This design comes from an exercise in tuning for small area on the open sky130 flow, not from production work.
No run shown here included a check of the RTL's function; only the layout flow was run.
No activity file was given, so power comes from the tool's default toggle rates.

===== design/flow/config.mk =====
export PLATFORM = sky130hd
export DESIGN_NAME = lif_neuron
export DESIGN_NICKNAME = lif_neuron
export VERILOG_FILES = /design/flow/design.v
export SDC_FILE = /design/flow/constraint.sdc
export NUM_CORES = 4
export LEC_CHECK = 0
export CAP_MARGIN = 20
export CORE_MARGIN = 2
export CORE_UTILIZATION = 40
export GPL_TIMING_DRIVEN = 0
export SLEW_MARGIN = 20
export SYNTH_HIERARCHICAL = 1
export SYNTH_MINIMUM_KEEP_SIZE = 0

===== design/flow/constraint.sdc =====
create_clock -name core_clock -period 14.0 [get_ports {clk}]
set_input_delay 2.8000 -clock core_clock [delete_from_list [all_inputs] [get_ports {clk}]]
set_output_delay 2.8000 -clock core_clock [all_outputs]
set_load 0.01 [all_outputs]

===== design/flow/design.v =====
module lif_neuron (
    input  wire        clk,
    input  wire        rst,
    input  wire [15:0] threshold,
    input  wire [15:0] leak_rate,
    input  wire [7:0]  refractory,
    input  wire        leaky_enable,
    input  wire        reset_on_spike,
    input  wire [15:0] input_neuron_id,
    input  wire [7:0]  synapse_weight,
    input  wire        spike_in_valid,
    output wire        spike_in_ready,
    output reg  [15:0] output_neuron_id,
    output reg         spike_out_valid,
    input  wire        spike_out_ready,
    input  wire [15:0] neuron_id,
    output reg  [15:0] membrane_potential,
    output wire        in_refractory,
    output reg  [7:0]  refract_counter
);
    localparam S_IDLE = 2'd0, S_INT = 2'd1, S_SPK = 2'd2, S_REF = 2'd3;
    reg  [1:0] state;
    wire [15:0] m = membrane_potential;
    wire [7:0]  cnt = refract_counter;
    wire is_ref  = |cnt;
    wire st_idle = (state == S_IDLE);
    wire st_int  = (state == S_INT);
    wire st_spk  = (state == S_SPK);
    wire fire = st_spk & spike_out_ready;           
    wire nfire = ~fire;
    wire leak = st_idle & leaky_enable;
    wire [16:0] gc;
    assign gc[0] = 1'b1;
    genvar gi;
    generate
        for (gi = 0; gi < 15; gi = gi + 1) begin : g_cmp
            assign gc[gi + 1] = (m[gi] & ~threshold[gi]) | (m[gi] & gc[gi]) | (~threshold[gi] & gc[gi]);
        end
    endgenerate
    assign gc[16] = (~m[15] & threshold[15]) | (~m[15] & gc[15]) | (threshold[15] & gc[15]);
    wire ge = gc[16];
    wire take = st_int & ge;                        
    wire [14:0] leak_res;
    lif_leak u_leak (.m(m[14:0]), .l(leak_rate), .y(leak_res));
    wire [15:0] wext = {{8{synapse_weight[7]}}, synapse_weight};
    wire [15:0] addend, sum;
    wire [16:0] ac;
    assign ac[0] = fire;
    generate
        for (gi = 0; gi < 16; gi = gi + 1) begin : g_add
            lif_addend u_ad (.s(st_int), .w(wext[gi]), .nf(nfire), .t(threshold[gi]), .y(addend[gi]));
            lif_fa u_fa (.a(m[gi]), .b(addend[gi]), .c(ac[gi]), .s(sum[gi]), .co(ac[gi + 1]));
        end
    endgenerate
    wire k_leak = leak & ~rst & ~m[15];
    wire k_sum  = ~leak & ~rst & ~(fire & reset_on_spike);
    wire [15:0] m_next;
    generate
        for (gi = 0; gi < 15; gi = gi + 1) begin : g_mn
            lif_ao22 u_mn (.a(k_leak), .b(leak_res[gi]), .c(k_sum), .d(sum[gi]), .y(m_next[gi]));
        end
    endgenerate
    assign m_next[15] = k_sum & sum[15];
    wire k_id_ld = ~rst & take;
    wire k_id_hd = ~rst & ~take;
    wire [15:0] id_next;
    generate
        for (gi = 0; gi < 16; gi = gi + 1) begin : g_id
            lif_ao22 u_id (.a(k_id_ld), .b(neuron_id[gi]), .c(k_id_hd), .d(output_neuron_id[gi]), .y(id_next[gi]));
        end
    endgenerate
    wire [7:0] dec = cnt - {7'd0, is_ref};
    wire k_c_ld = ~rst & fire;
    wire k_c_dn = ~rst & ~fire;
    wire [7:0] cnt_next;
    generate
        for (gi = 0; gi < 8; gi = gi + 1) begin : g_cn
            lif_ao22 u_cn (.a(k_c_ld), .b(refractory[gi]), .c(k_c_dn), .d(dec[gi]), .y(cnt_next[gi]));
        end
    endgenerate
    reg [1:0] state_next;
    always @(*) begin
        case (state)
            S_IDLE:  state_next = spike_in_valid ? S_INT : S_IDLE;
            S_INT:   state_next = ge ? S_SPK : S_IDLE;
            S_SPK:   state_next = spike_out_ready ? S_REF : S_SPK;
            default: state_next = is_ref ? S_REF : S_IDLE;
        endcase
    end
    always @(posedge clk) begin
        membrane_potential <= m_next;
        output_neuron_id <= id_next;
        refract_counter <= cnt_next;
        spike_out_valid <= ~rst & st_spk & ~spike_out_ready;
        state <= rst ? S_IDLE : state_next;
    end
    assign spike_in_ready = ~is_ref & ~st_spk;
    assign in_refractory = is_ref;
endmodule
module lif_fa (
    input  wire a,
    input  wire b,
    input  wire c,
    output wire s,
    output wire co
);
    assign s = a ^ b ^ c;
    assign co = (a & b) | (a & c) | (b & c);
endmodule
module lif_ao22 (
    input  wire a,
    input  wire b,
    input  wire c,
    input  wire d,
    output wire y
);
    assign y = (a & b) | (c & d);
endmodule
module lif_addend (
    input  wire s,
    input  wire w,
    input  wire nf,
    input  wire t,
    output wire y
);
    assign y = (s & w) | ~(nf | t);
endmodule
module lif_leak (
    input  wire [14:0] m,
    input  wire [15:0] l,
    output wire [14:0] y
);
    wire pp_0_0 = ~(m[0] & l[0]);
    wire pp_0_1 = ~(m[0] & l[1]);
    wire pp_0_2 = ~(m[0] & l[2]);
    wire pp_0_3 = ~(m[0] & l[3]);
    wire pp_0_4 = ~(m[0] & l[4]);
    wire pp_0_5 = ~(m[0] & l[5]);
    wire pp_0_6 = ~(m[0] & l[6]);
    wire pp_0_7 = ~(m[0] & l[7]);
    wire pp_0_8 = ~(m[0] & l[8]);
    wire pp_0_9 = ~(m[0] & l[9]);
    wire pp_0_10 = ~(m[0] & l[10]);
    wire pp_0_11 = ~(m[0] & l[11]);
    wire pp_0_12 = ~(m[0] & l[12]);
    wire pp_0_13 = ~(m[0] & l[13]);
    wire pp_0_14 = ~(m[0] & l[14]);
    wire pp_0_15 = ~(m[0] & l[15]);
    wire pp_1_0 = ~(m[1] & l[0]);
    wire pp_1_1 = ~(m[1] & l[1]);
    wire pp_1_2 = ~(m[1] & l[2]);
    wire pp_1_3 = ~(m[1] & l[3]);
    wire pp_1_4 = ~(m[1] & l[4]);
    wire pp_1_5 = ~(m[1] & l[5]);
    wire pp_1_6 = ~(m[1] & l[6]);
    wire pp_1_7 = ~(m[1] & l[7]);
    wire pp_1_8 = ~(m[1] & l[8]);
    wire pp_1_9 = ~(m[1] & l[9]);
    wire pp_1_10 = ~(m[1] & l[10]);
    wire pp_1_11 = ~(m[1] & l[11]);
    wire pp_1_12 = ~(m[1] & l[12]);
    wire pp_1_13 = ~(m[1] & l[13]);
    wire pp_1_14 = ~(m[1] & l[14]);
    wire pp_1_15 = ~(m[1] & l[15]);
    wire pp_2_0 = ~(m[2] & l[0]);
    wire pp_2_1 = ~(m[2] & l[1]);
    wire pp_2_2 = ~(m[2] & l[2]);
    wire pp_2_3 = ~(m[2] & l[3]);
    wire pp_2_4 = ~(m[2] & l[4]);
    wire pp_2_5 = ~(m[2] & l[5]);
    wire pp_2_6 = ~(m[2] & l[6]);
    wire pp_2_7 = ~(m[2] & l[7]);
    wire pp_2_8 = ~(m[2] & l[8]);
    wire pp_2_9 = ~(m[2] & l[9]);
    wire pp_2_10 = ~(m[2] & l[10]);
    wire pp_2_11 = ~(m[2] & l[11]);
    wire pp_2_12 = ~(m[2] & l[12]);
    wire pp_2_13 = ~(m[2] & l[13]);
    wire pp_2_14 = ~(m[2] & l[14]);
    wire pp_2_15 = ~(m[2] & l[15]);
    wire pp_3_0 = ~(m[3] & l[0]);
    wire pp_3_1 = ~(m[3] & l[1]);
    wire pp_3_2 = ~(m[3] & l[2]);
    wire pp_3_3 = ~(m[3] & l[3]);
    wire pp_3_4 = ~(m[3] & l[4]);
    wire pp_3_5 = ~(m[3] & l[5]);
    wire pp_3_6 = ~(m[3] & l[6]);
    wire pp_3_7 = ~(m[3] & l[7]);
    wire pp_3_8 = ~(m[3] & l[8]);
    wire pp_3_9 = ~(m[3] & l[9]);
    wire pp_3_10 = ~(m[3] & l[10]);
    wire pp_3_11 = ~(m[3] & l[11]);
    wire pp_3_12 = ~(m[3] & l[12]);
    wire pp_3_13 = ~(m[3] & l[13]);
    wire pp_3_14 = ~(m[3] & l[14]);
    wire pp_3_15 = ~(m[3] & l[15]);
    wire pp_4_0 = ~(m[4] & l[0]);
    wire pp_4_1 = ~(m[4] & l[1]);
    wire pp_4_2 = ~(m[4] & l[2]);
    wire pp_4_3 = ~(m[4] & l[3]);
    wire pp_4_4 = ~(m[4] & l[4]);
    wire pp_4_5 = ~(m[4] & l[5]);
    wire pp_4_6 = ~(m[4] & l[6]);
    wire pp_4_7 = ~(m[4] & l[7]);
    wire pp_4_8 = ~(m[4] & l[8]);
    wire pp_4_9 = ~(m[4] & l[9]);
    wire pp_4_10 = ~(m[4] & l[10]);
    wire pp_4_11 = ~(m[4] & l[11]);
    wire pp_4_12 = ~(m[4] & l[12]);
    wire pp_4_13 = ~(m[4] & l[13]);
    wire pp_4_14 = ~(m[4] & l[14]);
    wire pp_4_15 = ~(m[4] & l[15]);
    wire pp_5_0 = ~(m[5] & l[0]);
    wire pp_5_1 = ~(m[5] & l[1]);
    wire pp_5_2 = ~(m[5] & l[2]);
    wire pp_5_3 = ~(m[5] & l[3]);
    wire pp_5_4 = ~(m[5] & l[4]);
    wire pp_5_5 = ~(m[5] & l[5]);
    wire pp_5_6 = ~(m[5] & l[6]);
    wire pp_5_7 = ~(m[5] & l[7]);
    wire pp_5_8 = ~(m[5] & l[8]);
    wire pp_5_9 = ~(m[5] & l[9]);
    wire pp_5_10 = ~(m[5] & l[10]);
    wire pp_5_11 = ~(m[5] & l[11]);
    wire pp_5_12 = ~(m[5] & l[12]);
    wire pp_5_13 = ~(m[5] & l[13]);
    wire pp_5_14 = ~(m[5] & l[14]);
    wire pp_5_15 = ~(m[5] & l[15]);
    wire pp_6_0 = ~(m[6] & l[0]);
    wire pp_6_1 = ~(m[6] & l[1]);
    wire pp_6_2 = ~(m[6] & l[2]);
    wire pp_6_3 = ~(m[6] & l[3]);
    wire pp_6_4 = ~(m[6] & l[4]);
    wire pp_6_5 = ~(m[6] & l[5]);
    wire pp_6_6 = ~(m[6] & l[6]);
    wire pp_6_7 = ~(m[6] & l[7]);
    wire pp_6_8 = ~(m[6] & l[8]);
    wire pp_6_9 = ~(m[6] & l[9]);
    wire pp_6_10 = ~(m[6] & l[10]);
    wire pp_6_11 = ~(m[6] & l[11]);
    wire pp_6_12 = ~(m[6] & l[12]);
    wire pp_6_13 = ~(m[6] & l[13]);
    wire pp_6_14 = ~(m[6] & l[14]);
    wire pp_6_15 = ~(m[6] & l[15]);
    wire pp_7_0 = ~(m[7] & l[0]);
    wire pp_7_1 = ~(m[7] & l[1]);
    wire pp_7_2 = ~(m[7] & l[2]);
    wire pp_7_3 = ~(m[7] & l[3]);
    wire pp_7_4 = ~(m[7] & l[4]);
    wire pp_7_5 = ~(m[7] & l[5]);
    wire pp_7_6 = ~(m[7] & l[6]);
    wire pp_7_7 = ~(m[7] & l[7]);
    wire pp_7_8 = ~(m[7] & l[8]);
    wire pp_7_9 = ~(m[7] & l[9]);
    wire pp_7_10 = ~(m[7] & l[10]);
    wire pp_7_11 = ~(m[7] & l[11]);
    wire pp_7_12 = ~(m[7] & l[12]);
    wire pp_7_13 = ~(m[7] & l[13]);
    wire pp_7_14 = ~(m[7] & l[14]);
    wire pp_7_15 = ~(m[7] & l[15]);
    wire pp_8_0 = ~(m[8] & l[0]);
    wire pp_8_1 = ~(m[8] & l[1]);
    wire pp_8_2 = ~(m[8] & l[2]);
    wire pp_8_3 = ~(m[8] & l[3]);
    wire pp_8_4 = ~(m[8] & l[4]);
    wire pp_8_5 = ~(m[8] & l[5]);
    wire pp_8_6 = ~(m[8] & l[6]);
    wire pp_8_7 = ~(m[8] & l[7]);
    wire pp_8_8 = ~(m[8] & l[8]);
    wire pp_8_9 = ~(m[8] & l[9]);
    wire pp_8_10 = ~(m[8] & l[10]);
    wire pp_8_11 = ~(m[8] & l[11]);
    wire pp_8_12 = ~(m[8] & l[12]);
    wire pp_8_13 = ~(m[8] & l[13]);
    wire pp_8_14 = ~(m[8] & l[14]);
    wire pp_8_15 = ~(m[8] & l[15]);
    wire pp_9_0 = ~(m[9] & l[0]);
    wire pp_9_1 = ~(m[9] & l[1]);
    wire pp_9_2 = ~(m[9] & l[2]);
    wire pp_9_3 = ~(m[9] & l[3]);
    wire pp_9_4 = ~(m[9] & l[4]);
    wire pp_9_5 = ~(m[9] & l[5]);
    wire pp_9_6 = ~(m[9] & l[6]);
    wire pp_9_7 = ~(m[9] & l[7]);
    wire pp_9_8 = ~(m[9] & l[8]);
    wire pp_9_9 = ~(m[9] & l[9]);
    wire pp_9_10 = ~(m[9] & l[10]);
    wire pp_9_11 = ~(m[9] & l[11]);
    wire pp_9_12 = ~(m[9] & l[12]);
    wire pp_9_13 = ~(m[9] & l[13]);
    wire pp_9_14 = ~(m[9] & l[14]);
    wire pp_9_15 = ~(m[9] & l[15]);
    wire pp_10_0 = ~(m[10] & l[0]);
    wire pp_10_1 = ~(m[10] & l[1]);
    wire pp_10_2 = ~(m[10] & l[2]);
    wire pp_10_3 = ~(m[10] & l[3]);
    wire pp_10_4 = ~(m[10] & l[4]);
    wire pp_10_5 = ~(m[10] & l[5]);
    wire pp_10_6 = ~(m[10] & l[6]);
    wire pp_10_7 = ~(m[10] & l[7]);
    wire pp_10_8 = ~(m[10] & l[8]);
    wire pp_10_9 = ~(m[10] & l[9]);
    wire pp_10_10 = ~(m[10] & l[10]);
    wire pp_10_11 = ~(m[10] & l[11]);
    wire pp_10_12 = ~(m[10] & l[12]);
    wire pp_10_13 = ~(m[10] & l[13]);
    wire pp_10_14 = ~(m[10] & l[14]);
    wire pp_10_15 = ~(m[10] & l[15]);
    wire pp_11_0 = ~(m[11] & l[0]);
    wire pp_11_1 = ~(m[11] & l[1]);
    wire pp_11_2 = ~(m[11] & l[2]);
    wire pp_11_3 = ~(m[11] & l[3]);
    wire pp_11_4 = ~(m[11] & l[4]);
    wire pp_11_5 = ~(m[11] & l[5]);
    wire pp_11_6 = ~(m[11] & l[6]);
    wire pp_11_7 = ~(m[11] & l[7]);
    wire pp_11_8 = ~(m[11] & l[8]);
    wire pp_11_9 = ~(m[11] & l[9]);
    wire pp_11_10 = ~(m[11] & l[10]);
    wire pp_11_11 = ~(m[11] & l[11]);
    wire pp_11_12 = ~(m[11] & l[12]);
    wire pp_11_13 = ~(m[11] & l[13]);
    wire pp_11_14 = ~(m[11] & l[14]);
    wire pp_11_15 = ~(m[11] & l[15]);
    wire pp_12_0 = ~(m[12] & l[0]);
    wire pp_12_1 = ~(m[12] & l[1]);
    wire pp_12_2 = ~(m[12] & l[2]);
    wire pp_12_3 = ~(m[12] & l[3]);
    wire pp_12_4 = ~(m[12] & l[4]);
    wire pp_12_5 = ~(m[12] & l[5]);
    wire pp_12_6 = ~(m[12] & l[6]);
    wire pp_12_7 = ~(m[12] & l[7]);
    wire pp_12_8 = ~(m[12] & l[8]);
    wire pp_12_9 = ~(m[12] & l[9]);
    wire pp_12_10 = ~(m[12] & l[10]);
    wire pp_12_11 = ~(m[12] & l[11]);
    wire pp_12_12 = ~(m[12] & l[12]);
    wire pp_12_13 = ~(m[12] & l[13]);
    wire pp_12_14 = ~(m[12] & l[14]);
    wire pp_12_15 = ~(m[12] & l[15]);
    wire pp_13_0 = ~(m[13] & l[0]);
    wire pp_13_1 = ~(m[13] & l[1]);
    wire pp_13_2 = ~(m[13] & l[2]);
    wire pp_13_3 = ~(m[13] & l[3]);
    wire pp_13_4 = ~(m[13] & l[4]);
    wire pp_13_5 = ~(m[13] & l[5]);
    wire pp_13_6 = ~(m[13] & l[6]);
    wire pp_13_7 = ~(m[13] & l[7]);
    wire pp_13_8 = ~(m[13] & l[8]);
    wire pp_13_9 = ~(m[13] & l[9]);
    wire pp_13_10 = ~(m[13] & l[10]);
    wire pp_13_11 = ~(m[13] & l[11]);
    wire pp_13_12 = ~(m[13] & l[12]);
    wire pp_13_13 = ~(m[13] & l[13]);
    wire pp_13_14 = ~(m[13] & l[14]);
    wire pp_13_15 = ~(m[13] & l[15]);
    wire pp_14_0 = ~(m[14] & l[0]);
    wire pp_14_1 = ~(m[14] & l[1]);
    wire pp_14_2 = ~(m[14] & l[2]);
    wire pp_14_3 = ~(m[14] & l[3]);
    wire pp_14_4 = ~(m[14] & l[4]);
    wire pp_14_5 = ~(m[14] & l[5]);
    wire pp_14_6 = ~(m[14] & l[6]);
    wire pp_14_7 = ~(m[14] & l[7]);
    wire pp_14_8 = ~(m[14] & l[8]);
    wire pp_14_9 = ~(m[14] & l[9]);
    wire pp_14_10 = ~(m[14] & l[10]);
    wire pp_14_11 = ~(m[14] & l[11]);
    wire pp_14_12 = ~(m[14] & l[12]);
    wire pp_14_13 = ~(m[14] & l[13]);
    wire pp_14_14 = ~(m[14] & l[14]);
    wire pp_14_15 = ~(m[14] & l[15]);
    wire hs1 = ~(pp_0_13 ^ pp_1_12);
    wire hc2 = pp_0_13 | pp_1_12;
    wire fs3, fc4;
    lif_fa u_fs3 (.a(pp_0_14), .b(pp_1_13), .c(pp_2_12), .s(fs3), .co(fc4));
    wire hs5 = ~(pp_3_11 ^ pp_4_10);
    wire hc6 = pp_3_11 | pp_4_10;
    wire fs7, fc8;
    lif_fa u_fs7 (.a(pp_0_15), .b(pp_1_14), .c(pp_2_13), .s(fs7), .co(fc8));
    wire fs9, fc10;
    lif_fa u_fs9 (.a(pp_3_12), .b(pp_4_11), .c(pp_5_10), .s(fs9), .co(fc10));
    wire fs11, fc12;
    lif_fa u_fs11 (.a(m[0]), .b(pp_1_15), .c(pp_2_14), .s(fs11), .co(fc12));
    wire fs13, fc14;
    lif_fa u_fs13 (.a(pp_3_13), .b(pp_4_12), .c(pp_5_11), .s(fs13), .co(fc14));
    wire fs15, fc16;
    lif_fa u_fs15 (.a(m[1]), .b(pp_2_15), .c(pp_3_14), .s(fs15), .co(fc16));
    wire hs17 = ~(pp_4_13 ^ pp_5_12);
    wire hc18 = pp_4_13 | pp_5_12;
    wire fs19, fc20;
    lif_fa u_fs19 (.a(m[2]), .b(pp_3_15), .c(pp_4_14), .s(fs19), .co(fc20));
    wire hs21 = ~(pp_0_9 ^ pp_1_8);
    wire hc22 = pp_0_9 | pp_1_8;
    wire fs23, fc24;
    lif_fa u_fs23 (.a(pp_0_10), .b(pp_1_9), .c(pp_2_8), .s(fs23), .co(fc24));
    wire hs25 = ~(pp_3_7 ^ pp_4_6);
    wire hc26 = pp_3_7 | pp_4_6;
    wire fs27, fc28;
    lif_fa u_fs27 (.a(pp_0_11), .b(pp_1_10), .c(pp_2_9), .s(fs27), .co(fc28));
    wire fs29, fc30;
    lif_fa u_fs29 (.a(pp_3_8), .b(pp_4_7), .c(pp_5_6), .s(fs29), .co(fc30));
    wire hs31 = ~(pp_6_5 ^ pp_7_4);
    wire hc32 = pp_6_5 | pp_7_4;
    wire fs33, fc34;
    lif_fa u_fs33 (.a(pp_0_12), .b(pp_1_11), .c(pp_2_10), .s(fs33), .co(fc34));
    wire fs35, fc36;
    lif_fa u_fs35 (.a(pp_3_9), .b(pp_4_8), .c(pp_5_7), .s(fs35), .co(fc36));
    wire fs37, fc38;
    lif_fa u_fs37 (.a(pp_6_6), .b(pp_7_5), .c(pp_8_4), .s(fs37), .co(fc38));
    wire hs39 = ~(pp_9_3 ^ pp_10_2);
    wire hc40 = pp_9_3 | pp_10_2;
    wire fs41, fc42;
    lif_fa u_fs41 (.a(pp_2_11), .b(pp_3_10), .c(pp_4_9), .s(fs41), .co(fc42));
    wire fs43, fc44;
    lif_fa u_fs43 (.a(pp_5_8), .b(pp_6_7), .c(pp_7_6), .s(fs43), .co(fc44));
    wire fs45, fc46;
    lif_fa u_fs45 (.a(pp_8_5), .b(pp_9_4), .c(pp_10_3), .s(fs45), .co(fc46));
    wire fs47, fc48;
    lif_fa u_fs47 (.a(pp_11_2), .b(pp_12_1), .c(pp_13_0), .s(fs47), .co(fc48));
    wire fs49, fc50;
    lif_fa u_fs49 (.a(pp_5_9), .b(pp_6_8), .c(pp_7_7), .s(fs49), .co(fc50));
    wire fs51, fc52;
    lif_fa u_fs51 (.a(pp_8_6), .b(pp_9_5), .c(pp_10_4), .s(fs51), .co(fc52));
    wire fs53, fc54;
    lif_fa u_fs53 (.a(pp_11_3), .b(pp_12_2), .c(pp_13_1), .s(fs53), .co(fc54));
    wire fs55, fc56;
    lif_fa u_fs55 (.a(pp_14_0), .b(hs5), .c(hc2), .s(fs55), .co(fc56));
    wire fs57, fc58;
    lif_fa u_fs57 (.a(pp_6_9), .b(pp_7_8), .c(pp_8_7), .s(fs57), .co(fc58));
    wire fs59, fc60;
    lif_fa u_fs59 (.a(pp_9_6), .b(pp_10_5), .c(pp_11_4), .s(fs59), .co(fc60));
    wire fs61, fc62;
    lif_fa u_fs61 (.a(pp_12_3), .b(pp_13_2), .c(pp_14_1), .s(fs61), .co(fc62));
    wire fs63, fc64;
    lif_fa u_fs63 (.a(hc6), .b(fs7), .c(fs9), .s(fs63), .co(fc64));
    wire fs65, fc66;
    lif_fa u_fs65 (.a(pp_6_10), .b(pp_7_9), .c(pp_8_8), .s(fs65), .co(fc66));
    wire fs67, fc68;
    lif_fa u_fs67 (.a(pp_9_7), .b(pp_10_6), .c(pp_11_5), .s(fs67), .co(fc68));
    wire fs69, fc70;
    lif_fa u_fs69 (.a(pp_12_4), .b(pp_13_3), .c(pp_14_2), .s(fs69), .co(fc70));
    wire fs71, fc72;
    lif_fa u_fs71 (.a(fs11), .b(fs13), .c(fc8), .s(fs71), .co(fc72));
    wire fs73, fc74;
    lif_fa u_fs73 (.a(pp_6_11), .b(pp_7_10), .c(pp_8_9), .s(fs73), .co(fc74));
    wire fs75, fc76;
    lif_fa u_fs75 (.a(pp_9_8), .b(pp_10_7), .c(pp_11_6), .s(fs75), .co(fc76));
    wire fs77, fc78;
    lif_fa u_fs77 (.a(pp_12_5), .b(pp_13_4), .c(pp_14_3), .s(fs77), .co(fc78));
    wire fs79, fc80;
    lif_fa u_fs79 (.a(hs17), .b(fs15), .c(fc12), .s(fs79), .co(fc80));
    wire fs81, fc82;
    lif_fa u_fs81 (.a(pp_5_13), .b(pp_6_12), .c(pp_7_11), .s(fs81), .co(fc82));
    wire fs83, fc84;
    lif_fa u_fs83 (.a(pp_8_10), .b(pp_9_9), .c(pp_10_8), .s(fs83), .co(fc84));
    wire fs85, fc86;
    lif_fa u_fs85 (.a(pp_11_7), .b(pp_12_6), .c(pp_13_5), .s(fs85), .co(fc86));
    wire fs87, fc88;
    lif_fa u_fs87 (.a(pp_14_4), .b(hc18), .c(fs19), .s(fs87), .co(fc88));
    wire fs89, fc90;
    lif_fa u_fs89 (.a(m[3]), .b(pp_4_15), .c(pp_5_14), .s(fs89), .co(fc90));
    wire fs91, fc92;
    lif_fa u_fs91 (.a(pp_6_13), .b(pp_7_12), .c(pp_8_11), .s(fs91), .co(fc92));
    wire fs93, fc94;
    lif_fa u_fs93 (.a(pp_9_10), .b(pp_10_9), .c(pp_11_8), .s(fs93), .co(fc94));
    wire fs95, fc96;
    lif_fa u_fs95 (.a(pp_12_7), .b(pp_13_6), .c(pp_14_5), .s(fs95), .co(fc96));
    wire fs97, fc98;
    lif_fa u_fs97 (.a(m[4]), .b(pp_5_15), .c(pp_6_14), .s(fs97), .co(fc98));
    wire fs99, fc100;
    lif_fa u_fs99 (.a(pp_7_13), .b(pp_8_12), .c(pp_9_11), .s(fs99), .co(fc100));
    wire fs101, fc102;
    lif_fa u_fs101 (.a(pp_10_10), .b(pp_11_9), .c(pp_12_8), .s(fs101), .co(fc102));
    wire fs103, fc104;
    lif_fa u_fs103 (.a(m[5]), .b(pp_6_15), .c(pp_7_14), .s(fs103), .co(fc104));
    wire fs105, fc106;
    lif_fa u_fs105 (.a(pp_8_13), .b(pp_9_12), .c(pp_10_11), .s(fs105), .co(fc106));
    wire fs107, fc108;
    lif_fa u_fs107 (.a(m[6]), .b(pp_7_15), .c(pp_8_14), .s(fs107), .co(fc108));
    wire hs109 = ~(pp_0_6 ^ pp_1_5);
    wire hc110 = pp_0_6 | pp_1_5;
    wire fs111, fc112;
    lif_fa u_fs111 (.a(pp_0_7), .b(pp_1_6), .c(pp_2_5), .s(fs111), .co(fc112));
    wire hs113 = ~(pp_3_4 ^ pp_4_3);
    wire hc114 = pp_3_4 | pp_4_3;
    wire fs115, fc116;
    lif_fa u_fs115 (.a(pp_0_8), .b(pp_1_7), .c(pp_2_6), .s(fs115), .co(fc116));
    wire fs117, fc118;
    lif_fa u_fs117 (.a(pp_3_5), .b(pp_4_4), .c(pp_5_3), .s(fs117), .co(fc118));
    wire hs119 = ~(pp_6_2 ^ pp_7_1);
    wire hc120 = pp_6_2 | pp_7_1;
    wire fs121, fc122;
    lif_fa u_fs121 (.a(pp_2_7), .b(pp_3_6), .c(pp_4_5), .s(fs121), .co(fc122));
    wire fs123, fc124;
    lif_fa u_fs123 (.a(pp_5_4), .b(pp_6_3), .c(pp_7_2), .s(fs123), .co(fc124));
    wire fs125, fc126;
    lif_fa u_fs125 (.a(pp_8_1), .b(pp_9_0), .c(hs21), .s(fs125), .co(fc126));
    wire fs127, fc128;
    lif_fa u_fs127 (.a(pp_5_5), .b(pp_6_4), .c(pp_7_3), .s(fs127), .co(fc128));
    wire fs129, fc130;
    lif_fa u_fs129 (.a(pp_8_2), .b(pp_9_1), .c(pp_10_0), .s(fs129), .co(fc130));
    wire fs131, fc132;
    lif_fa u_fs131 (.a(hs25), .b(hc22), .c(fs23), .s(fs131), .co(fc132));
    wire fs133, fc134;
    lif_fa u_fs133 (.a(pp_8_3), .b(pp_9_2), .c(pp_10_1), .s(fs133), .co(fc134));
    wire fs135, fc136;
    lif_fa u_fs135 (.a(pp_11_0), .b(hs31), .c(hc26), .s(fs135), .co(fc136));
    wire fs137, fc138;
    lif_fa u_fs137 (.a(fs27), .b(fs29), .c(fc24), .s(fs137), .co(fc138));
    wire fs139, fc140;
    lif_fa u_fs139 (.a(pp_11_1), .b(pp_12_0), .c(hs39), .s(fs139), .co(fc140));
    wire fs141, fc142;
    lif_fa u_fs141 (.a(hc32), .b(fs33), .c(fs35), .s(fs141), .co(fc142));
    wire fs143, fc144;
    lif_fa u_fs143 (.a(fs37), .b(fc28), .c(fc30), .s(fs143), .co(fc144));
    wire fs145, fc146;
    lif_fa u_fs145 (.a(hs1), .b(hc40), .c(fs41), .s(fs145), .co(fc146));
    wire fs147, fc148;
    lif_fa u_fs147 (.a(fs43), .b(fs45), .c(fs47), .s(fs147), .co(fc148));
    wire fs149, fc150;
    lif_fa u_fs149 (.a(fc34), .b(fc36), .c(fc38), .s(fs149), .co(fc150));
    wire fs151, fc152;
    lif_fa u_fs151 (.a(fs3), .b(fs49), .c(fs51), .s(fs151), .co(fc152));
    wire fs153, fc154;
    lif_fa u_fs153 (.a(fs53), .b(fc42), .c(fc44), .s(fs153), .co(fc154));
    wire fs155, fc156;
    lif_fa u_fs155 (.a(fc46), .b(fc48), .c(fs55), .s(fs155), .co(fc156));
    wire fs157, fc158;
    lif_fa u_fs157 (.a(fc4), .b(fs57), .c(fs59), .s(fs157), .co(fc158));
    wire fs159, fc160;
    lif_fa u_fs159 (.a(fs61), .b(fc50), .c(fc52), .s(fs159), .co(fc160));
    wire fs161, fc162;
    lif_fa u_fs161 (.a(fc54), .b(fc56), .c(fs63), .s(fs161), .co(fc162));
    wire fs163, fc164;
    lif_fa u_fs163 (.a(fc10), .b(fs65), .c(fs67), .s(fs163), .co(fc164));
    wire fs165, fc166;
    lif_fa u_fs165 (.a(fs69), .b(fc58), .c(fc60), .s(fs165), .co(fc166));
    wire fs167, fc168;
    lif_fa u_fs167 (.a(fc62), .b(fs71), .c(fc64), .s(fs167), .co(fc168));
    wire fs169, fc170;
    lif_fa u_fs169 (.a(fc14), .b(fs73), .c(fs75), .s(fs169), .co(fc170));
    wire fs171, fc172;
    lif_fa u_fs171 (.a(fs77), .b(fc66), .c(fc68), .s(fs171), .co(fc172));
    wire fs173, fc174;
    lif_fa u_fs173 (.a(fc70), .b(fs79), .c(fc72), .s(fs173), .co(fc174));
    wire fs175, fc176;
    lif_fa u_fs175 (.a(fc16), .b(fs81), .c(fs83), .s(fs175), .co(fc176));
    wire fs177, fc178;
    lif_fa u_fs177 (.a(fs85), .b(fc74), .c(fc76), .s(fs177), .co(fc178));
    wire fs179, fc180;
    lif_fa u_fs179 (.a(fc78), .b(fs87), .c(fc80), .s(fs179), .co(fc180));
    wire fs181, fc182;
    lif_fa u_fs181 (.a(fc20), .b(fs89), .c(fs91), .s(fs181), .co(fc182));
    wire fs183, fc184;
    lif_fa u_fs183 (.a(fs93), .b(fs95), .c(fc82), .s(fs183), .co(fc184));
    wire fs185, fc186;
    lif_fa u_fs185 (.a(fc84), .b(fc86), .c(fc88), .s(fs185), .co(fc186));
    wire fs187, fc188;
    lif_fa u_fs187 (.a(pp_13_7), .b(pp_14_6), .c(fs97), .s(fs187), .co(fc188));
    wire fs189, fc190;
    lif_fa u_fs189 (.a(fs99), .b(fs101), .c(fc90), .s(fs189), .co(fc190));
    wire fs191, fc192;
    lif_fa u_fs191 (.a(fc92), .b(fc94), .c(fc96), .s(fs191), .co(fc192));
    wire fs193, fc194;
    lif_fa u_fs193 (.a(pp_11_10), .b(pp_12_9), .c(pp_13_8), .s(fs193), .co(fc194));
    wire fs195, fc196;
    lif_fa u_fs195 (.a(pp_14_7), .b(fs103), .c(fs105), .s(fs195), .co(fc196));
    wire fs197, fc198;
    lif_fa u_fs197 (.a(fc98), .b(fc100), .c(fc102), .s(fs197), .co(fc198));
    wire fs199, fc200;
    lif_fa u_fs199 (.a(pp_9_13), .b(pp_10_12), .c(pp_11_11), .s(fs199), .co(fc200));
    wire fs201, fc202;
    lif_fa u_fs201 (.a(pp_12_10), .b(pp_13_9), .c(pp_14_8), .s(fs201), .co(fc202));
    wire fs203, fc204;
    lif_fa u_fs203 (.a(fs107), .b(fc104), .c(fc106), .s(fs203), .co(fc204));
    wire fs205, fc206;
    lif_fa u_fs205 (.a(m[7]), .b(pp_8_15), .c(pp_9_14), .s(fs205), .co(fc206));
    wire fs207, fc208;
    lif_fa u_fs207 (.a(pp_10_13), .b(pp_11_12), .c(pp_12_11), .s(fs207), .co(fc208));
    wire fs209, fc210;
    lif_fa u_fs209 (.a(pp_13_10), .b(pp_14_9), .c(fc108), .s(fs209), .co(fc210));
    wire fs211, fc212;
    lif_fa u_fs211 (.a(m[8]), .b(pp_9_15), .c(pp_10_14), .s(fs211), .co(fc212));
    wire fs213, fc214;
    lif_fa u_fs213 (.a(pp_11_13), .b(pp_12_12), .c(pp_13_11), .s(fs213), .co(fc214));
    wire fs215, fc216;
    lif_fa u_fs215 (.a(m[9]), .b(pp_10_15), .c(pp_11_14), .s(fs215), .co(fc216));
    wire hs217 = ~(pp_0_4 ^ pp_1_3);
    wire hc218 = pp_0_4 | pp_1_3;
    wire fs219, fc220;
    lif_fa u_fs219 (.a(pp_0_5), .b(pp_1_4), .c(pp_2_3), .s(fs219), .co(fc220));
    wire hs221 = ~(pp_3_2 ^ pp_4_1);
    wire hc222 = pp_3_2 | pp_4_1;
    wire fs223, fc224;
    lif_fa u_fs223 (.a(pp_2_4), .b(pp_3_3), .c(pp_4_2), .s(fs223), .co(fc224));
    wire fs225, fc226;
    lif_fa u_fs225 (.a(pp_5_1), .b(pp_6_0), .c(hs109), .s(fs225), .co(fc226));
    wire fs227, fc228;
    lif_fa u_fs227 (.a(pp_5_2), .b(pp_6_1), .c(pp_7_0), .s(fs227), .co(fc228));
    wire fs229, fc230;
    lif_fa u_fs229 (.a(hs113), .b(hc110), .c(fs111), .s(fs229), .co(fc230));
    wire fs231, fc232;
    lif_fa u_fs231 (.a(pp_8_0), .b(hs119), .c(hc114), .s(fs231), .co(fc232));
    wire fs233, fc234;
    lif_fa u_fs233 (.a(fs115), .b(fs117), .c(fc112), .s(fs233), .co(fc234));
    wire fs235, fc236;
    lif_fa u_fs235 (.a(hc120), .b(fs121), .c(fs123), .s(fs235), .co(fc236));
    wire fs237, fc238;
    lif_fa u_fs237 (.a(fc116), .b(fc118), .c(fs125), .s(fs237), .co(fc238));
    wire fs239, fc240;
    lif_fa u_fs239 (.a(fs127), .b(fs129), .c(fc122), .s(fs239), .co(fc240));
    wire fs241, fc242;
    lif_fa u_fs241 (.a(fc124), .b(fc126), .c(fs131), .s(fs241), .co(fc242));
    wire fs243, fc244;
    lif_fa u_fs243 (.a(fs133), .b(fc128), .c(fc130), .s(fs243), .co(fc244));
    wire fs245, fc246;
    lif_fa u_fs245 (.a(fs135), .b(fs137), .c(fc132), .s(fs245), .co(fc246));
    wire fs247, fc248;
    lif_fa u_fs247 (.a(fc134), .b(fs139), .c(fc136), .s(fs247), .co(fc248));
    wire fs249, fc250;
    lif_fa u_fs249 (.a(fs141), .b(fs143), .c(fc138), .s(fs249), .co(fc250));
    wire fs251, fc252;
    lif_fa u_fs251 (.a(fc140), .b(fs145), .c(fs147), .s(fs251), .co(fc252));
    wire fs253, fc254;
    lif_fa u_fs253 (.a(fs149), .b(fc142), .c(fc144), .s(fs253), .co(fc254));
    wire fs255, fc256;
    lif_fa u_fs255 (.a(fs151), .b(fs153), .c(fc146), .s(fs255), .co(fc256));
    wire fs257, fc258;
    lif_fa u_fs257 (.a(fc148), .b(fc150), .c(fs155), .s(fs257), .co(fc258));
    wire fs259, fc260;
    lif_fa u_fs259 (.a(fs157), .b(fs159), .c(fc152), .s(fs259), .co(fc260));
    wire fs261, fc262;
    lif_fa u_fs261 (.a(fc154), .b(fc156), .c(fs161), .s(fs261), .co(fc262));
    wire fs263, fc264;
    lif_fa u_fs263 (.a(fs163), .b(fs165), .c(fc158), .s(fs263), .co(fc264));
    wire fs265, fc266;
    lif_fa u_fs265 (.a(fc160), .b(fs167), .c(fc162), .s(fs265), .co(fc266));
    wire fs267, fc268;
    lif_fa u_fs267 (.a(fs169), .b(fs171), .c(fc164), .s(fs267), .co(fc268));
    wire fs269, fc270;
    lif_fa u_fs269 (.a(fc166), .b(fs173), .c(fc168), .s(fs269), .co(fc270));
    wire fs271, fc272;
    lif_fa u_fs271 (.a(fs175), .b(fs177), .c(fc170), .s(fs271), .co(fc272));
    wire fs273, fc274;
    lif_fa u_fs273 (.a(fc172), .b(fs179), .c(fc174), .s(fs273), .co(fc274));
    wire fs275, fc276;
    lif_fa u_fs275 (.a(fs181), .b(fs183), .c(fc176), .s(fs275), .co(fc276));
    wire fs277, fc278;
    lif_fa u_fs277 (.a(fc178), .b(fs185), .c(fc180), .s(fs277), .co(fc278));
    wire fs279, fc280;
    lif_fa u_fs279 (.a(fs187), .b(fs189), .c(fs191), .s(fs279), .co(fc280));
    wire fs281, fc282;
    lif_fa u_fs281 (.a(fc182), .b(fc184), .c(fc186), .s(fs281), .co(fc282));
    wire fs283, fc284;
    lif_fa u_fs283 (.a(fs193), .b(fs195), .c(fs197), .s(fs283), .co(fc284));
    wire fs285, fc286;
    lif_fa u_fs285 (.a(fc188), .b(fc190), .c(fc192), .s(fs285), .co(fc286));
    wire fs287, fc288;
    lif_fa u_fs287 (.a(fs199), .b(fs201), .c(fc194), .s(fs287), .co(fc288));
    wire fs289, fc290;
    lif_fa u_fs289 (.a(fs203), .b(fc196), .c(fc198), .s(fs289), .co(fc290));
    wire fs291, fc292;
    lif_fa u_fs291 (.a(fs205), .b(fs207), .c(fc200), .s(fs291), .co(fc292));
    wire fs293, fc294;
    lif_fa u_fs293 (.a(fc202), .b(fs209), .c(fc204), .s(fs293), .co(fc294));
    wire fs295, fc296;
    lif_fa u_fs295 (.a(pp_14_10), .b(fs211), .c(fs213), .s(fs295), .co(fc296));
    wire fs297, fc298;
    lif_fa u_fs297 (.a(fc206), .b(fc208), .c(fc210), .s(fs297), .co(fc298));
    wire fs299, fc300;
    lif_fa u_fs299 (.a(pp_12_13), .b(pp_13_12), .c(pp_14_11), .s(fs299), .co(fc300));
    wire fs301, fc302;
    lif_fa u_fs301 (.a(fs215), .b(fc212), .c(fc214), .s(fs301), .co(fc302));
    wire fs303, fc304;
    lif_fa u_fs303 (.a(m[10]), .b(pp_11_15), .c(pp_12_14), .s(fs303), .co(fc304));
    wire fs305, fc306;
    lif_fa u_fs305 (.a(pp_13_13), .b(pp_14_12), .c(fc216), .s(fs305), .co(fc306));
    wire fs307, fc308;
    lif_fa u_fs307 (.a(m[11]), .b(pp_12_15), .c(pp_13_14), .s(fs307), .co(fc308));
    wire hs309 = ~(pp_0_3 ^ pp_1_2);
    wire hc310 = pp_0_3 | pp_1_2;
    wire fs311, fc312;
    lif_fa u_fs311 (.a(pp_2_2), .b(pp_3_1), .c(pp_4_0), .s(fs311), .co(fc312));
    wire fs313, fc314;
    lif_fa u_fs313 (.a(pp_5_0), .b(hs221), .c(hc218), .s(fs313), .co(fc314));
    wire fs315, fc316;
    lif_fa u_fs315 (.a(hc222), .b(fs223), .c(fc220), .s(fs315), .co(fc316));
    wire fs317, fc318;
    lif_fa u_fs317 (.a(fs227), .b(fc224), .c(fc226), .s(fs317), .co(fc318));
    wire fs319, fc320;
    lif_fa u_fs319 (.a(fc228), .b(fs231), .c(fs233), .s(fs319), .co(fc320));
    wire fs321, fc322;
    lif_fa u_fs321 (.a(fc232), .b(fs235), .c(fc234), .s(fs321), .co(fc322));
    wire fs323, fc324;
    lif_fa u_fs323 (.a(fs239), .b(fc236), .c(fc238), .s(fs323), .co(fc324));
    wire fs325, fc326;
    lif_fa u_fs325 (.a(fs243), .b(fc240), .c(fs245), .s(fs325), .co(fc326));
    wire fs327, fc328;
    lif_fa u_fs327 (.a(fc244), .b(fs247), .c(fs249), .s(fs327), .co(fc328));
    wire fs329, fc330;
    lif_fa u_fs329 (.a(fc248), .b(fs251), .c(fs253), .s(fs329), .co(fc330));
    wire fs331, fc332;
    lif_fa u_fs331 (.a(fs255), .b(fc252), .c(fc254), .s(fs331), .co(fc332));
    wire fs333, fc334;
    lif_fa u_fs333 (.a(fs259), .b(fc256), .c(fc258), .s(fs333), .co(fc334));
    wire fs335, fc336;
    lif_fa u_fs335 (.a(fs263), .b(fc260), .c(fs265), .s(fs335), .co(fc336));
    wire fs337, fc338;
    lif_fa u_fs337 (.a(fs267), .b(fc264), .c(fs269), .s(fs337), .co(fc338));
    wire fs339, fc340;
    lif_fa u_fs339 (.a(fs271), .b(fc268), .c(fs273), .s(fs339), .co(fc340));
    wire fs341, fc342;
    lif_fa u_fs341 (.a(fs275), .b(fc272), .c(fs277), .s(fs341), .co(fc342));
    wire fs343, fc344;
    lif_fa u_fs343 (.a(fs279), .b(fc276), .c(fs281), .s(fs343), .co(fc344));
    wire fs345, fc346;
    lif_fa u_fs345 (.a(fs283), .b(fs285), .c(fc280), .s(fs345), .co(fc346));
    wire fs347, fc348;
    lif_fa u_fs347 (.a(fs287), .b(fs289), .c(fc284), .s(fs347), .co(fc348));
    wire fs349, fc350;
    lif_fa u_fs349 (.a(fs291), .b(fc288), .c(fs293), .s(fs349), .co(fc350));
    wire fs351, fc352;
    lif_fa u_fs351 (.a(fs295), .b(fc292), .c(fs297), .s(fs351), .co(fc352));
    wire fs353, fc354;
    lif_fa u_fs353 (.a(fs299), .b(fs301), .c(fc296), .s(fs353), .co(fc354));
    wire fs355, fc356;
    lif_fa u_fs355 (.a(fs303), .b(fc300), .c(fs305), .s(fs355), .co(fc356));
    wire fs357, fc358;
    lif_fa u_fs357 (.a(pp_14_13), .b(fs307), .c(fc304), .s(fs357), .co(fc358));
    wire fs359, fc360;
    lif_fa u_fs359 (.a(m[12]), .b(pp_13_15), .c(pp_14_14), .s(fs359), .co(fc360));
    wire hs361 = ~(pp_0_2 ^ pp_1_1);
    wire hc362 = pp_0_2 | pp_1_1;
    wire fs363, fc364;
    lif_fa u_fs363 (.a(pp_2_1), .b(pp_3_0), .c(hs309), .s(fs363), .co(fc364));
    wire fs365, fc366;
    lif_fa u_fs365 (.a(hs217), .b(hc310), .c(fs311), .s(fs365), .co(fc366));
    wire fs367, fc368;
    lif_fa u_fs367 (.a(fs219), .b(fc312), .c(fs313), .s(fs367), .co(fc368));
    wire fs369, fc370;
    lif_fa u_fs369 (.a(fs225), .b(fc314), .c(fs315), .s(fs369), .co(fc370));
    wire fs371, fc372;
    lif_fa u_fs371 (.a(fs229), .b(fc316), .c(fs317), .s(fs371), .co(fc372));
    wire fs373, fc374;
    lif_fa u_fs373 (.a(fc230), .b(fc318), .c(fs319), .s(fs373), .co(fc374));
    wire fs375, fc376;
    lif_fa u_fs375 (.a(fs237), .b(fs321), .c(fc320), .s(fs375), .co(fc376));
    wire fs377, fc378;
    lif_fa u_fs377 (.a(fs241), .b(fc322), .c(fs323), .s(fs377), .co(fc378));
    wire fs379, fc380;
    lif_fa u_fs379 (.a(fc242), .b(fc324), .c(fs325), .s(fs379), .co(fc380));
    wire fs381, fc382;
    lif_fa u_fs381 (.a(fc246), .b(fs327), .c(fc326), .s(fs381), .co(fc382));
    wire fs383, fc384;
    lif_fa u_fs383 (.a(fc250), .b(fs329), .c(fc328), .s(fs383), .co(fc384));
    wire fs385, fc386;
    lif_fa u_fs385 (.a(fs257), .b(fs331), .c(fc330), .s(fs385), .co(fc386));
    wire fs387, fc388;
    lif_fa u_fs387 (.a(fs261), .b(fc332), .c(fs333), .s(fs387), .co(fc388));
    wire fs389, fc390;
    lif_fa u_fs389 (.a(fc262), .b(fc334), .c(fs335), .s(fs389), .co(fc390));
    wire fs391, fc392;
    lif_fa u_fs391 (.a(fc266), .b(fs337), .c(fc336), .s(fs391), .co(fc392));
    wire fs393, fc394;
    lif_fa u_fs393 (.a(fc270), .b(fs339), .c(fc338), .s(fs393), .co(fc394));
    wire fs395, fc396;
    lif_fa u_fs395 (.a(fc274), .b(fs341), .c(fc340), .s(fs395), .co(fc396));
    wire fs397, fc398;
    lif_fa u_fs397 (.a(fc278), .b(fs343), .c(fc342), .s(fs397), .co(fc398));
    wire fs399, fc400;
    lif_fa u_fs399 (.a(fc282), .b(fs345), .c(fc344), .s(fs399), .co(fc400));
    wire fs401, fc402;
    lif_fa u_fs401 (.a(fc286), .b(fs347), .c(fc346), .s(fs401), .co(fc402));
    wire fs403, fc404;
    lif_fa u_fs403 (.a(fc290), .b(fs349), .c(fc348), .s(fs403), .co(fc404));
    wire fs405, fc406;
    lif_fa u_fs405 (.a(fc294), .b(fs351), .c(fc350), .s(fs405), .co(fc406));
    wire fs407, fc408;
    lif_fa u_fs407 (.a(fc298), .b(fs353), .c(fc352), .s(fs407), .co(fc408));
    wire fs409, fc410;
    lif_fa u_fs409 (.a(fc302), .b(fs355), .c(fc354), .s(fs409), .co(fc410));
    wire fs411, fc412;
    lif_fa u_fs411 (.a(fc306), .b(fs357), .c(fc356), .s(fs411), .co(fc412));
    wire fs413, fc414;
    lif_fa u_fs413 (.a(fc308), .b(fs359), .c(fc358), .s(fs413), .co(fc414));
    wire fs415, fc416;
    lif_fa u_fs415 (.a(m[13]), .b(pp_14_15), .c(fc360), .s(fs415), .co(fc416));
    wire lc417 = (pp_0_0 & 1'b1) | (pp_0_0 & 1'b1) | (1'b1 & 1'b1);
    wire lc418 = (pp_0_1 & pp_1_0) | (pp_0_1 & lc417) | (pp_1_0 & lc417);
    wire lc419 = (pp_2_0 & hs361) | (pp_2_0 & lc418) | (hs361 & lc418);
    wire lc420 = (fs363 & hc362) | (fs363 & lc419) | (hc362 & lc419);
    wire lc421 = (fs365 & fc364) | (fs365 & lc420) | (fc364 & lc420);
    wire lc422 = (fs367 & fc366) | (fs367 & lc421) | (fc366 & lc421);
    wire lc423 = (fs369 & fc368) | (fs369 & lc422) | (fc368 & lc422);
    wire lc424 = (fs371 & fc370) | (fs371 & lc423) | (fc370 & lc423);
    wire lc425 = (fs373 & fc372) | (fs373 & lc424) | (fc372 & lc424);
    wire lc426 = (fs375 & fc374) | (fs375 & lc425) | (fc374 & lc425);
    wire lc427 = (fs377 & fc376) | (fs377 & lc426) | (fc376 & lc426);
    wire lc428 = (fs379 & fc378) | (fs379 & lc427) | (fc378 & lc427);
    wire lc429 = (fs381 & fc380) | (fs381 & lc428) | (fc380 & lc428);
    wire lc430 = (fs383 & fc382) | (fs383 & lc429) | (fc382 & lc429);
    wire lc431 = (fs385 & fc384) | (fs385 & lc430) | (fc384 & lc430);
    wire lc432 = (fs387 & fc386) | (fs387 & lc431) | (fc386 & lc431);
    wire hc433;
    lif_fa u_hc433 (.a(fs389), .b(fc388), .c(lc432), .s(y[0]), .co(hc433));
    wire hc434;
    lif_fa u_hc434 (.a(fs391), .b(fc390), .c(hc433), .s(y[1]), .co(hc434));
    wire hc435;
    lif_fa u_hc435 (.a(fs393), .b(fc392), .c(hc434), .s(y[2]), .co(hc435));
    wire hc436;
    lif_fa u_hc436 (.a(fs395), .b(fc394), .c(hc435), .s(y[3]), .co(hc436));
    wire hc437;
    lif_fa u_hc437 (.a(fs397), .b(fc396), .c(hc436), .s(y[4]), .co(hc437));
    wire hc438;
    lif_fa u_hc438 (.a(fs399), .b(fc398), .c(hc437), .s(y[5]), .co(hc438));
    wire hc439;
    lif_fa u_hc439 (.a(fs401), .b(fc400), .c(hc438), .s(y[6]), .co(hc439));
    wire hc440;
    lif_fa u_hc440 (.a(fs403), .b(fc402), .c(hc439), .s(y[7]), .co(hc440));
    wire hc441;
    lif_fa u_hc441 (.a(fs405), .b(fc404), .c(hc440), .s(y[8]), .co(hc441));
    wire hc442;
    lif_fa u_hc442 (.a(fs407), .b(fc406), .c(hc441), .s(y[9]), .co(hc442));
    wire hc443;
    lif_fa u_hc443 (.a(fs409), .b(fc408), .c(hc442), .s(y[10]), .co(hc443));
    wire hc444;
    lif_fa u_hc444 (.a(fs411), .b(fc410), .c(hc443), .s(y[11]), .co(hc444));
    wire hc445;
    lif_fa u_hc445 (.a(fs413), .b(fc412), .c(hc444), .s(y[12]), .co(hc445));
    wire hc446;
    lif_fa u_hc446 (.a(fs415), .b(fc414), .c(hc445), .s(y[13]), .co(hc446));
    assign y[14] = (m[14] ^ fc416 ^ hc446);
endmodule

===== design/flow/flow/run.sh =====
#!/bin/bash
# Standard ORFS layout (the standard.sh: standard synthesis, floorplan,
# placement, CTS, routing), with one change: the buffers that buffer_ports
# puts on every input and output port are the smallest plain buffer
# (sky130_fd_sc_hd__buf_1) instead of the cell the resizer picks by default.
set -euo pipefail
cd "$(dirname "$0")/.."
bash standard.sh "BUFFER_PORTS_ARGS=-buffer_cell sky130_fd_sc_hd__buf_1" finish > make_finish.log 2>&1

===== design/flow/standard.sh =====
#!/bin/bash
# synth_recipe.tcl (not shown) runs the flow's synth.tcl, then flattens the netlist and writes it again
# the make line also repeats each setting of config.mk as NAME=value (left out here)
make -C /OpenROAD-flow-scripts/flow DESIGN_CONFIG=/design/flow/config.mk WORK_HOME=/design/flow/orfs CLKGATE_MAP_FILE= SYNTH_SCRIPT=/design/flow/synth_recipe.tcl "${@:-finish}"

==> flow_summary.ini, run 1 <==
[outcome]
status = complete, no violations

[hold_path]
hold_depth = 1
min_path_type = flip-flop to flip-flop

[cells_and_area]
antenna-diode-count = 0
final_net_count = 1209
mostFrequentLayoutCells = fa_1 (224), nand2_1 (214), buf_1 (111)
final_core_util_pct = 45.10
instances_no_fill = 1154
layout.cells.most_common = fa_1
layout.filler_cells = 1981
design_area_sq_um = 9067
share_of_final_layout_standard_cells_stronger_than_drive_strength_1_pct = 4.751
flow.area_growth_from_synthesis_pct = 11.61

[drt]
drt.antenna.violating_nets = 0
detail_route.wl_per_cell_um = 19.41
drc_marker_count_from_the_first_detailed_route_iteration = 368
remaining_drc_errors = 0
vias = 6133
drtPass1Iterations = 5
drt-total-wl_um = 22390
vias_per_cell = 5.315

[clock_network]
post_cts_resize_count = 0
clk_transition_reported_paths_ns = 0.06
cts_hold_repair.buffers = 0
tritoncts = done
clockBufferDepth = 2
cts_htree_levels = 2
cts_buffers = 5
cts-root-buf = clkbuf_16
tritoncts_num_sinks = 43
clk-insertion-delay-late_ns = 0.30
postCtsSetupBuffers = 0

[floorplan]
core-area_sq_um = 20100
die_w_um = 146.5
die_h_um = 146.5
initial_cell_density_of_the_core_pct = 40.41
fp.dieArea_sq_um = 21470
num_rows = 52
pin_count = 129

[worst_setup_path]
timing.critical_path.max_delay_family = adder cells
critical-path-slowest-cell = fa_1
timing.critical_path.from_type = input pin
cp.buffers_inverters = 2
critical_path.max_stage_delay_ns = 0.58
r2r_setup_slack_ns = 2.38
cp_data_required_time_ns = 14.19
timing.critical_path.to_type = flip-flop
r2r_depth = 29
timing.critical_path.arrival_ns = 13.63
crit_fanout = 10
crit_cells = 29
setup.worst_path.class = input pin to flip-flop
crit_path_frequent_cell = fa_1

[yosys]
synth-main-ff-cell = dfxtp_1
postSynthRegisterBits = 43
netlist.top_cell.by_area = fa_1
netlist.area_leader.share_pct = 55.20
syn-mean-instance-area_sq_um = 10.66
ys_seq_area_share_pct = 10.60
synth-async-reset-ratio_pct = 0
mappedNetlistNets = 1088
synth_cells = 762
yosys.cell_types.count = 52
yosysWarningCount = 7
synth_area_leaders = fa_1 (55%), dfxtp_1 (11%), nand2_1 (9.9%)
mappedNetlistArea_sq_um = 8124
synth-edff-count = 0

[global_route]
grt_overflow = 0
grt_antenna_before_repair = 0
grt_pass1_vias = 6835
grt_max_degree = 20
grtUsageTotal_pct = 22.25
grt_first_pass_wirelength_um = 36940

[timing]
final-hold-violation-count = 0
fin_skew_ns = 0.005532
setup_viol_count_final = 0
rsz0062_at_grt = no
slew-limit-headroom_pct = 32.79
post-route-worst-setup-slack_ns = 0.5597
timing.final.crit_share_pct = 96.00
final.hold.worst_slack_ns = 0.4679
final_max_slew_viol_count = 0
worst_slew_pin_slew_ns = 1.006
min_period_ns = 13.44
fin_setup_tns_ns = 0
fmaxAchievable_ghz = 0.07440

[run]
maxCapViolCount = 0

[pwr]
clock_power_share_pct = 5.2
power_frac_comb_pct = 85.6
internal_power_mw = 1.154
power.ir.vdd_worst_v = 0.0002264
p_leak_nw = 2.595
seq_power_share_pct = 9.3
sw_frac_of_total_pct = 50.59
power_density_nw_per_um2 = 257.5
pnr_total_power_mw = 2.335
net-switching-power_mw = 1.182

[place]
buffer_ports.inserted = 111
post-place-ws_ns = 0.1173
place.gp.congestion = 0.8752
post-dp-hpwl_um = 17920
number_of_cells_after_detailed_placement = 1146
postPlaceCellArea_sq_um = 8919
-- kinds of logic after synthesis --
kind of cell             Yosys count  synth area share (%)
buffers and inverters             87                 4.035
flip-flops                        43                 10.60
AO/OA/AOI/OAI                     98                 11.21
XOR/XNOR                           8                0.8624
AND/OR/NAND/NOR                  281                 14.97
adder cells (fa/ha/maj)          245                 58.32
-- Yosys stat by module (local to each module, per instance) --
module | cell area [sq um] | copies in the design | flops+latches | cells
lif_leak | 1600 | 1 | 0 | 344
lif_addend | 15.01 | 16 | 0 | 1
lif_ao22 | 8.758 | 39 | 0 | 1
lif_fa | 20.02 | 224 | 0 | 1
lif_neuron | 1458 | 1 | 43 | 139
-- power by group through the flow --
stage / combinational [mW] / sequential, mW / clock, mW
3_5_place_dp: 2.03 / 0.220 / 0
3_3_place_gp: 1.99 / 0.219 / 0
6_report: 2.00 / 0.217 / 0.120
5_1_grt: 2.27 / 0.224 / 0.128
2_1_floorplan: 1.43 / 0.207 / 0
4_1_cts: 2.04 / 0.218 / 0.122
-- final cells by class --
cell class / instances / area, sq um / share of cell area, %
Tap cell: 270 / 337.8 / 3.726
Clock buffer: 5 / 125.1 / 1.380
Sequential cell: 43 / 860.8 / 9.494
Multi-Input combinational cell: 632 / 6948 / 76.62
Clock inverter: 3 / 23.77 / 0.2622
Buffer: 39 / 147.6 / 1.628
Inverter: 48 / 180.2 / 1.987
Timing Repair Buffer: 114 / 444.2 / 4.899
-- Yosys cell counts, drive strengths merged (2+ instances only) --
| cell | count |
|---|---|
| nor2 | 9 |
| nor3b | 2 |
| o2111ai | 2 |
| a222oi | 2 |
| a221oi | 3 |
| a211oi | 2 |
| xnor2 | 4 |
| fa | 224 |
| a22o | 40 |
| nor2b | 6 |
| and2 | 29 |
| dfxtp | 43 |
| xor2 | 4 |
| o2bb2ai | 16 |
| nand2 | 214 |
| nand2b | 7 |
| a31oi | 3 |
| o221ai | 3 |
| nand3 | 4 |
| o211ai | 2 |
| inv | 47 |
| ha | 16 |
| nor4 | 4 |
| o21ai | 5 |
| maj3 | 5 |
| a21oi | 6 |
| clkbuf | 38 |
| o22ai | 3 |
| o22a | 3 |
-- metal layers --
layer  vias up  global-route usage, %  part of all wire (%)
li1       2693                      -                     -
met1      3161                  29.68                    41
met2       246                  37.76                    49
met3        33                  4.219                   7.0
met4         0                  5.534                   2.1
met5         -                      0                     0
-- sequential cells by signal, summed over array words and instances, names as in the netlist --
| signal | count |
|---|---|
| membrane_potential | 16 |
| output_neuron_id | 16 |
| refract_counter | 8 |
| spike_out_valid | 1 |
| state | 2 |
-- worst paths after layout --
path                    startpoint                endpoint
max                   leak_rate[8]  membrane_potential[14]
min            output_neuron_id[0]     output_neuron_id[0]
max reg2reg  membrane_potential[8]  membrane_potential[14]
min reg2reg    output_neuron_id[0]     output_neuron_id[0]
==> inputs of run 2 (changes only) <==
--- a/design/flow/config.mk
+++ b/design/flow/config.mk
@@ -8,6 +8,7 @@
 export CAP_MARGIN = 20
 export CORE_MARGIN = 2
 export CORE_UTILIZATION = 40
+export CTS_BUF_LIST = sky130_fd_sc_hd__clkbuf_8
 export GPL_TIMING_DRIVEN = 0
 export SLEW_MARGIN = 20
 export SYNTH_HIERARCHICAL = 1
==> flow_summary.ini, run 2 <==
[drt]
drtPass1Iterations = 7
detail_route.wl_per_cell_um = 19.42
drt.antenna.violating_nets = 0
drc_marker_count_from_the_first_detailed_route_iteration = 324
vias = 6191
vias_per_cell = 5.365
drt-total-wl_um = 22410
remaining_drc_errors = 0

[clock_network]
cts_buffers = 5
cts-root-buf = clkbuf_8
tritoncts_num_sinks = 43
post_cts_resize_count = 0
tritoncts = done
cts_hold_repair.buffers = 0
cts_htree_levels = 2
postCtsSetupBuffers = 0
clk_transition_reported_paths_ns = 0.09
clockBufferDepth = 2
clk-insertion-delay-late_ns = 0.31

[pwr]
power.ir.vdd_worst_v = 0.0002154
power_density_nw_per_um2 = 254.8
p_leak_nw = 2.570
pnr_total_power_mw = 2.296

[floorplan]
fp.dieArea_sq_um = 21470
core-area_sq_um = 20100
num_rows = 52
die_h_um = 146.5
die_w_um = 146.5
initial_cell_density_of_the_core_pct = 40.41
pin_count = 129

[timing]
slew-limit-headroom_pct = 32.83
final_max_slew_viol_count = 0
fin_skew_ns = 0.008936
setup_viol_count_final = 0
timing.final.crit_share_pct = 96.26
worst_slew_pin_slew_ns = 1.005
post-route-worst-setup-slack_ns = 0.5236
fin_setup_tns_ns = 0
final-hold-violation-count = 0
min_period_ns = 13.48
rsz0062_at_grt = no
fmaxAchievable_ghz = 0.07420

[cells_and_area]
layout.cells.most_common = fa_1
layout.filler_cells = 1992
largest_registers = membrane_potential: 16 flops, output_neuron_id: 16 flops, refract_counter: 8 flops
mostFrequentLayoutCells = fa_1 (224), nand2_1 (214), buf_1 (111)
antenna-diode-count = 0
final_net_count = 1209
flow.area_growth_from_synthesis_pct = 10.92
share_of_final_layout_standard_cells_stronger_than_drive_strength_1_pct = 4.751

[global_route]
grt_first_pass_wirelength_um = 36880
grt_pass1_vias = 6834
grtUsageTotal_pct = 22.16
grt_max_degree = 20
grt_overflow = 0
grt_antenna_before_repair = 0

[yosys]
ys_seq_area_share_pct = 10.60
synth_top_cells_by_count = fa_1 (224), nand2_1 (214), inv_1 (45), dfxtp_1 (43), a22o_1 (40)
mappedNetlistNets = 1088
mappedNetlistArea_sq_um = 8124
synth_most_common_cell = fa_1
yosysWarningCount = 7
synth-edff-count = 0
syn-mean-instance-area_sq_um = 10.66
synth_area_leaders = fa_1 (55%), dfxtp_1 (11%), nand2_1 (9.9%)
synth-async-reset-ratio_pct = 0
synth-main-ff-cell = dfxtp_1
yosys.cell_types.count = 52
netlist.area_leader.share_pct = 55.20
netlist.top_cell.by_area = fa_1
postSynthRegisterBits = 43
synth_cells = 762

[worst_setup_path]
setup.worst_path.class = input pin to flip-flop
cp_data_required_time_ns = 14.20
r2r_start = membrane_potential[8]
r2r_depth = 29
timing.critical_path.max_delay_family = adder cells
crit_path_frequent_cell = fa_1
endpoint_of_the_worst_register_to_register_path = membrane_potential[14]
cp.buffers_inverters = 2
timing.critical_path.from_type = input pin
critical-path-slowest-cell = fa_1
r2r_setup_slack_ns = 2.37
crit_fanout = 10
timing.critical_path.to_type = flip-flop
critical_path.max_stage_delay_ns = 0.59
timing.critical_path.arrival_ns = 13.68

[place]
post-place-ws_ns = 0.1173
buffer_ports.inserted = 111
place.gp.congestion = 0.8752
post-dp-hpwl_um = 17920

[hold_path]
whs_endpoint = output_neuron_id[0]
hold_depth = 1
min_path_type = flip-flop to flip-flop
worstHoldStart = output_neuron_id[0]

[run]
maxCapViolCount = 0

[outcome]
status = complete, no violations
[run 2: how the worst max path moves through the flow]
stage / end / from / depth (start not counted) / slack, ns
finish: membrane_potential[14] / leak_rate[11] / 29 / 0.52
global route: membrane_potential[14] / leak_rate[11] / 29 / 0.12
CTS: membrane_potential[14] / leak_rate[11] / 29 / 0.48
detailed placement: membrane_potential[14] / leak_rate[11] / 29 / 0.12
global placement: membrane_potential[14] / leak_rate[11] / 29 / 0.22
floorplan: membrane_potential[14] / leak_rate[8] / 28 / 1.60
[run 2: kinds of logic after synthesis]
family | count (synthesis) | synth area share (%)
and+or+nand+nor | 281 | 14.97
adders and majority gates | 245 | 58.32
AOI/OAI and AO/OA | 98 | 11.21
buffers and inverters | 87 | 4.035
DFF | 43 | 10.60
xor gates and xnor gates | 8 | 0.8624
[run 2: report_power, final]
| group | switching, mW | internal [mW] |
|---|---|---|
| registers | 0.0628 | 0.154 |
| clock network | 0.0488 | 0.0357 |
| logic | 1.06 | 0.932 |
[run 2: cell type report]
class	instances	area, sq um	area share (%)
flip-flops and latches	43	860.8	9.553
inverters	48	180.2	1.999
well taps	270	337.8	3.749
multi-input cells	632	6948	77.10
repair buffers	114	444.2	4.929
plain buffers	39	147.6	1.638
clock buffers	5	68.82	0.7637
clock inverters	3	23.77	0.2638
[run 2: modules after synthesis, one instance, submodules excluded]
module      flops+latches  area (sq um)  cells inside
lif_neuron             43          1458           139
lif_fa                  0         20.02             1
lif_leak                0          1600           344
lif_ao22                0         8.758             1
lif_addend              0         15.01             1
[run 2: worst register-to-register path, delay by kind of cell (launching register included)]
kind | cells | cell delay, ns
buffers and inverters | 2 | 1.00
AOI/OAI and AO/OA | 4 | 1.18
DFF | 1 | 0.53
adders and majority gates | 19 | 8.19
xor gates and xnor gates | 2 | 0.28
and+or+nand+nor | 2 | 0.35
[run 2: stage by stage]
stage          instance area, sq um  hold slack (ns)  instances  util [%]
2_1_floorplan                  8124           0.4933        762         -
3_3_place_gp                   8879           0.4527       1143     44.16
3_5_place_dp                   8919           0.4515       1146     44.36
4_1_cts                        9011           0.4814       1154     44.82
5_1_grt                        9011           0.4967       1154     44.82
6_report                       9011           0.4761       1154     44.82
[run 2: routing by layer]
metal  track usage (%)  vias up  wire length, um
li1                  -     2694                -
met1             29.64     3178             9138
met2             37.67      285            11070
met3             4.188       34             1743
met4             5.243        0              464
met5                 0        -                0

[afterwards: timing with drivers on the ports]
Ports are ideal in the flow. The routed layouts listed here were re-timed in OpenROAD.
Step 1 assumes that a clkbuf_16 drives the clock port and a buf_2 every other input.
Step 2 times the ports against the registers' clock, not the clock port: input delays grow and output delays shrink by t, the midpoint of the rising clock arrivals with the driver on.
Slacks: ideal ports / drivers / drivers and shift; pairs: ideal ports / drivers.
run | t, ns | setup WS [ns] | hold slack, ns | worst setup path at the end | worst slew at a driven data input, ns
run 1 | 0.332 | 0.560 / 0.574 / 0.242 | 0.468 / 0.468 / 0.468 | input to register | 0.05
run 2 | 0.337 | 0.524 / 0.534 / 0.198 | 0.476 / 0.476 / 0.476 | input to register | 0.06
After both steps setup and hold are still met in every run listed. The setup slack of run 2, which loses most, moves by +0.010 ns with the drivers and by -0.326 ns with both steps.
